What follows belongs to an exercise in optimizing a design on an open flow for small area, a short achievable clock period and few clock cycles; a production flow would make more cautious choices.
Function was checked by simulation only, so behaviour that the tests miss may differ from the original.
No activity file was given, so power comes from the tool's default toggle rates.

## M1
module M1 (
		input logic clk,
		input logic reset,
		input logic M1_start,
		input logic [15:0] SRAM_read_data,
		output logic [17:0] M1_SRAM_Address,
		output logic [15:0] M1_SRAM_write_data,
		output logic M1_Status,
		output logic M1_SRAM_we_n
);
localparam logic [17:0] U_START_ADDRESS = 18'd38400, V_START_ADDRESS = 18'd57600,
                        RGB_START_ADDRESS = 18'd146944;
logic        idle, done;  
logic [9:0]  pq;          
logic [8:0]  lq;          
logic        dummy;       
logic        first;       
logic [6:0]  k;           
logic [15:0] yc;          
logic [17:0] ra;          
logic        chv;         
logic        start_r;
logic [7:0]  wu0, wu1, wu2, wu3, wu4, wu5, bufu;
logic [7:0]  wv0, wv1, wv2, wv3, wv4, wv5, bufv;
logic [7:0]  yb;          
logic [7:0]  yl;          
logic [22:0] yt;          
logic [8:0]  pu, pv;      
logic        qu, qv;      
logic [8:0]  pa, pb, pc;  
logic [10:0] ft;          
logic [37:0] res;         
logic [7:0]  b0h;
wire l0 = lq[0], l1 = lq[1], l2 = lq[2], l3 = lq[3], l4 = lq[4];
wire l5 = lq[5], l6 = lq[6], l7 = lq[7], l8 = lq[8];
wire p0 = pq[0], p1 = pq[1], p2 = pq[2], p3 = pq[3], p4 = pq[4];
wire p5 = pq[5], p6 = pq[6], p7 = pq[7], p8 = pq[8], p9 = pq[9];
logic inrow;       
logic tail;        
logic to_lead;     
always_ff @(posedge clk) begin
	inrow <= (k <= 7'd77);
  ...
Size: roughly 2200 cells after synthesis, about 360 flip-flops, about 55 I/O pins, ~25000 sq um of cells after synthesis.
Settings: LEC_CHECK=0, CAP_MARGIN=20, CORE_MARGIN=2, CORE_UTILIZATION=75, CTS_CLUSTER_DIAMETER=100, CTS_CLUSTER_SIZE=24, SLEW_MARGIN=20; clock period 13.0 ns.
run.sh (not shown) runs the stock make flow with config.mk's settings and CLKGATE_MAP_FILE= SYNTH_SCRIPT=/design/flow/synth_recipe.tcl, a recipe that flattens the netlist after the stock synthesis.
Testbench counts at the start, summed over its fixed seeds: cycles 1,165,026.
Edit:
--- a/flow/design.v
+++ b/flow/design.v
@@ -24,19 +24,19 @@
 logic        start_r;
 logic [7:0]  wu0, wu1, wu2, wu3, wu4, wu5, bufu;
 logic [7:0]  wv0, wv1, wv2, wv3, wv4, wv5, bufv;
 logic [7:0]  yb;          
 logic [7:0]  yl;          
 logic [22:0] yt;          
 logic [8:0]  pu, pv;      
 logic        qu, qv;      
 logic [8:0]  pa, pb, pc;  
-logic [10:0] ft;          
+logic [20:0] ft;          
 logic [37:0] res;         
 logic [7:0]  b0h;
 wire l0 = lq[0], l1 = lq[1], l2 = lq[2], l3 = lq[3], l4 = lq[4];
 wire l5 = lq[5], l6 = lq[6], l7 = lq[7], l8 = lq[8];
 wire p0 = pq[0], p1 = pq[1], p2 = pq[2], p3 = pq[3], p4 = pq[4];
 wire p5 = pq[5], p6 = pq[6], p7 = pq[7], p8 = pq[8], p9 = pq[9];
 logic inrow;       
 logic tail;        
 logic to_lead;     
@@ -739,22 +739,21 @@
 wire [8:0] nu9 = ld_even ? {1'b0, wu2} : fir_t[8:0];
 wire [8:0] nv9 = ld_even ? {1'b0, wv2} : fir_t[8:0];
 wire [8:0]  fs_lo = {1'b0, fs_ra[7:0]} + {1'b0, fs_rb[7:0]};
 wire [16:0] sr_lo = {1'b0, sr_ra[15:0]} + {1'b0, sr_rb[15:0]};
 wire [16:0] sg_lo = {1'b0, sg_ra[15:0]} + {1'b0, sg_rb[15:0]};
 wire [16:0] sb_lo = {1'b0, sb_ra[15:0]} + {1'b0, sb_rb[15:0]};
 wire [10:0] sr_hi = sr_ra[26:16] + sr_rb[26:16];
 wire [10:0] sg_hi = sg_ra[26:16] + sg_rb[26:16];
 wire [10:0] sb_hi = sb_ra[26:16] + sb_rb[26:16];
-wire [9:0]  fir_t = ft[10:1] + {9'd0, ft[0]};
-wire [9:0]  fs_hi = fs_ra[17:8] + fs_rb[17:8];
+wire [9:0]  fir_t = ft[20:11] + ft[10:1] + {9'd0, ft[0]};
 always_ff @(posedge clk) begin
-	ft <= {fs_hi, fs_lo[8]};
+	ft <= {fs_ra[17:8], fs_rb[17:8], fs_lo[8]};
 	if (ld_even | p4 | p8) begin pu <= nu9; qu <= ~ld_even & fir_t[9]; end
 	if (ld_even | p5 | p9) begin pv <= nv9; qv <= ~ld_even & fir_t[9]; end
 	if (p5 | p9) begin yb <= SRAM_read_data[15:8]; yl <= SRAM_read_data[7:0]; end
 	else if (p4 | p8) yb <= yl;
 	if (p3 | p5 | p7 | p9) yt <= yt_s[24:2];
 	if (p0 | p4 | p6 | p8) res <= {sr_hi, sr_lo[16], sg_hi, sg_lo[16], sb_hi, sb_lo[16], qu, qv};
 	if (p5 | p9) b0h <= c_b;
 end
 endmodule
Cell area decreases by about 0.4%.
Sequential share of layout area increases by 0.67 points.
Die area decreases by about 0.4%.
Critical path depth is unchanged.
Worst setup slack improves by 270 ps.
Power increases by about 2%.
Clock-buffer cell count increases by 1.
Clock skew increases by 11 ps.
Maximum frequency increases by 5.7%.
Utilization decreases by 0.31 points.
Global-route usage is about the same.
Routed wire length decreases by 0.52%.
Testbench counts after the change, summed over its fixed seeds: cycles 1,165,026.

* * *

== the previous run ==
Another version of the RTL of M1 (not shown whole).
Size in the first run: ~2100 cells after synthesis, about 400 flip-flops, roughly 55 I/O pins.
Settings: LEC_CHECK=0, CAP_MARGIN=20, CORE_MARGIN=2, CORE_UTILIZATION=75, CTS_CLUSTER_DIAMETER=100, CTS_CLUSTER_SIZE=24, SLEW_MARGIN=20; clock period 13.0 ns.
Testbench counts of the previous run, summed over its fixed seeds: cycles 1,165,026.
The inputs of the current run differ from those of the previous run as listed below.
--- a/flow/design.v
+++ b/flow/design.v
@@ -656,15 +656,15 @@
 wire rq_u = res[1], rq_v = res[0];
 wire [10:0] s_r = res[70:60] + res[59:49] + {10'd0, res[48]};
 wire [10:0] s_g = res[47:37] + res[36:26] + {10'd0, res[25]};
 wire [10:0] s_b = res[24:14] + res[13:3] + {10'd0, res[2]};
 wire [7:0] c_r = rq_v ? 8'd0 : clip(s_r);
 wire [7:0] c_g = (rq_u | rq_v) ? 8'd0 : clip(s_g);
 wire [7:0] c_b = rq_u ? 8'd0 : clip(s_b);
-wire nx_rd_y = p2 | (p6 & ~to_lead) | l5;
+wire nx_rd_y = p2 | p6;
 wire nx_rd_u = p0 | (p9 & to_lead) | l3;
 wire nx_rd_v = p1 | l0 | l4;
 wire nx_wr_cur  = ~dummy & ~tail & (p5 | p7 | p8);
 wire nx_wr_prev = ~first & ((p9 & ~to_lead) | p3 | p4 | l8);
 wire nx_wr   = nx_wr_cur | nx_wr_prev;
 wire [1:0] uv_d = {p0 | p1, l3 | l4};
 wire [17:0] uv_base = (nx_rd_u ? U_START_ADDRESS : V_START_ADDRESS) + {16'd0, uv_d};
@@ -743,15 +743,15 @@
 wire [16:0] sg_lo = {1'b0, sg_ra[15:0]} + {1'b0, sg_rb[15:0]};
 wire [16:0] sb_lo = {1'b0, sb_ra[15:0]} + {1'b0, sb_rb[15:0]};
 wire [9:0]  fir_t = ft[20:11] + ft[10:1] + {9'd0, ft[0]};
 always_ff @(posedge clk) begin
 	ft <= {fs_ra[17:8], fs_rb[17:8], fs_lo[8]};
 	if (ld_even | p4 | p8) begin pu <= nu9; qu <= ~ld_even & fir_t[9]; end
 	if (ld_even | p5 | p9) begin pv <= nv9; qv <= ~ld_even & fir_t[9]; end
-	if (p5 | (p9 & ~to_lead) | l8) begin yb <= SRAM_read_data[15:8]; yl <= SRAM_read_data[7:0]; end
+	if (p5 | p9) begin yb <= SRAM_read_data[15:8]; yl <= SRAM_read_data[7:0]; end
 	else if (p4 | p8) yb <= yl;
-	yt <= yt_s[24:2];
+	if (p3 | p5 | p7 | p9) yt <= yt_s[24:2];
 	if (p0 | p4 | p6 | p8) res <= {sr_ra[26:16], sr_rb[26:16], sr_lo[16], sg_ra[26:16], sg_rb[26:16], sg_lo[16],
 	                                          sb_ra[26:16], sb_rb[26:16], sb_lo[16], qu, qv};
 	if (p5 | p9) b0h <= c_b;
 end
 endmodule
## What came out
- Share of cell area taken by muxes after synthesis: the current run vs the previous run — no meaningful difference
- The cell area of the current run is higher than that of the previous run.
- From the previous run to the current run the numbers moved as follows: routed wire length rose about 1%, area fraction of clock buffers and clock inverters shows no meaningful change.
- The current run and the previous run ended up with nearly the same power.
- [the current run vs the previous run] worst setup slack: lower in the current run
- As of the current run, final standard cell count with taps included and fillers excluded had risen slightly compared to the previous run.
- The current run: relative contribution of sequential cells to total power 0.4 points above the previous run
- Lower fraction of area in registers goes to the previous run over the current run.
Testbench counts of the current run, summed over its fixed seeds: cycles 1,165,026.

==> re-timing with driven ports <==
In the flow no input, the clock included, has a driving cell. The finished layouts below were timed again as built, in two steps.
Step 1: set_driving_cell puts a clkbuf_16 on clk and a buf_2 on each other input, an assumption about the parent block.
Step 2 adds t to the input delays and takes it off the output delays; t is the mean of the earliest and latest rising clock arrival at the registers after step 1. Input paths then give back, and output paths get back, about the clock's delay inside the block.
a / b / c = ideal ports / drivers / drivers and shift; a / b = the first two.
run | t, ns | slack for setup (ns) | hold slack, ns
the first run of note 1 | 0.583 | 8.031 / 8.031 / 8.031 | 0.432 / 0.432 / 0.432
the second run of note 1 | 0.595 | 8.297 / 8.297 / 8.297 | 0.416 / 0.416 / 0.416
the previous run | 0.593 | 8.980 / 8.925 / 9.162 | 0.400 / 0.400 / 0.400
the current run | 0.594 | 8.963 / 8.908 / 9.030 | 0.395 / 0.395 / 0.395
After both steps every run listed still meets setup and hold.
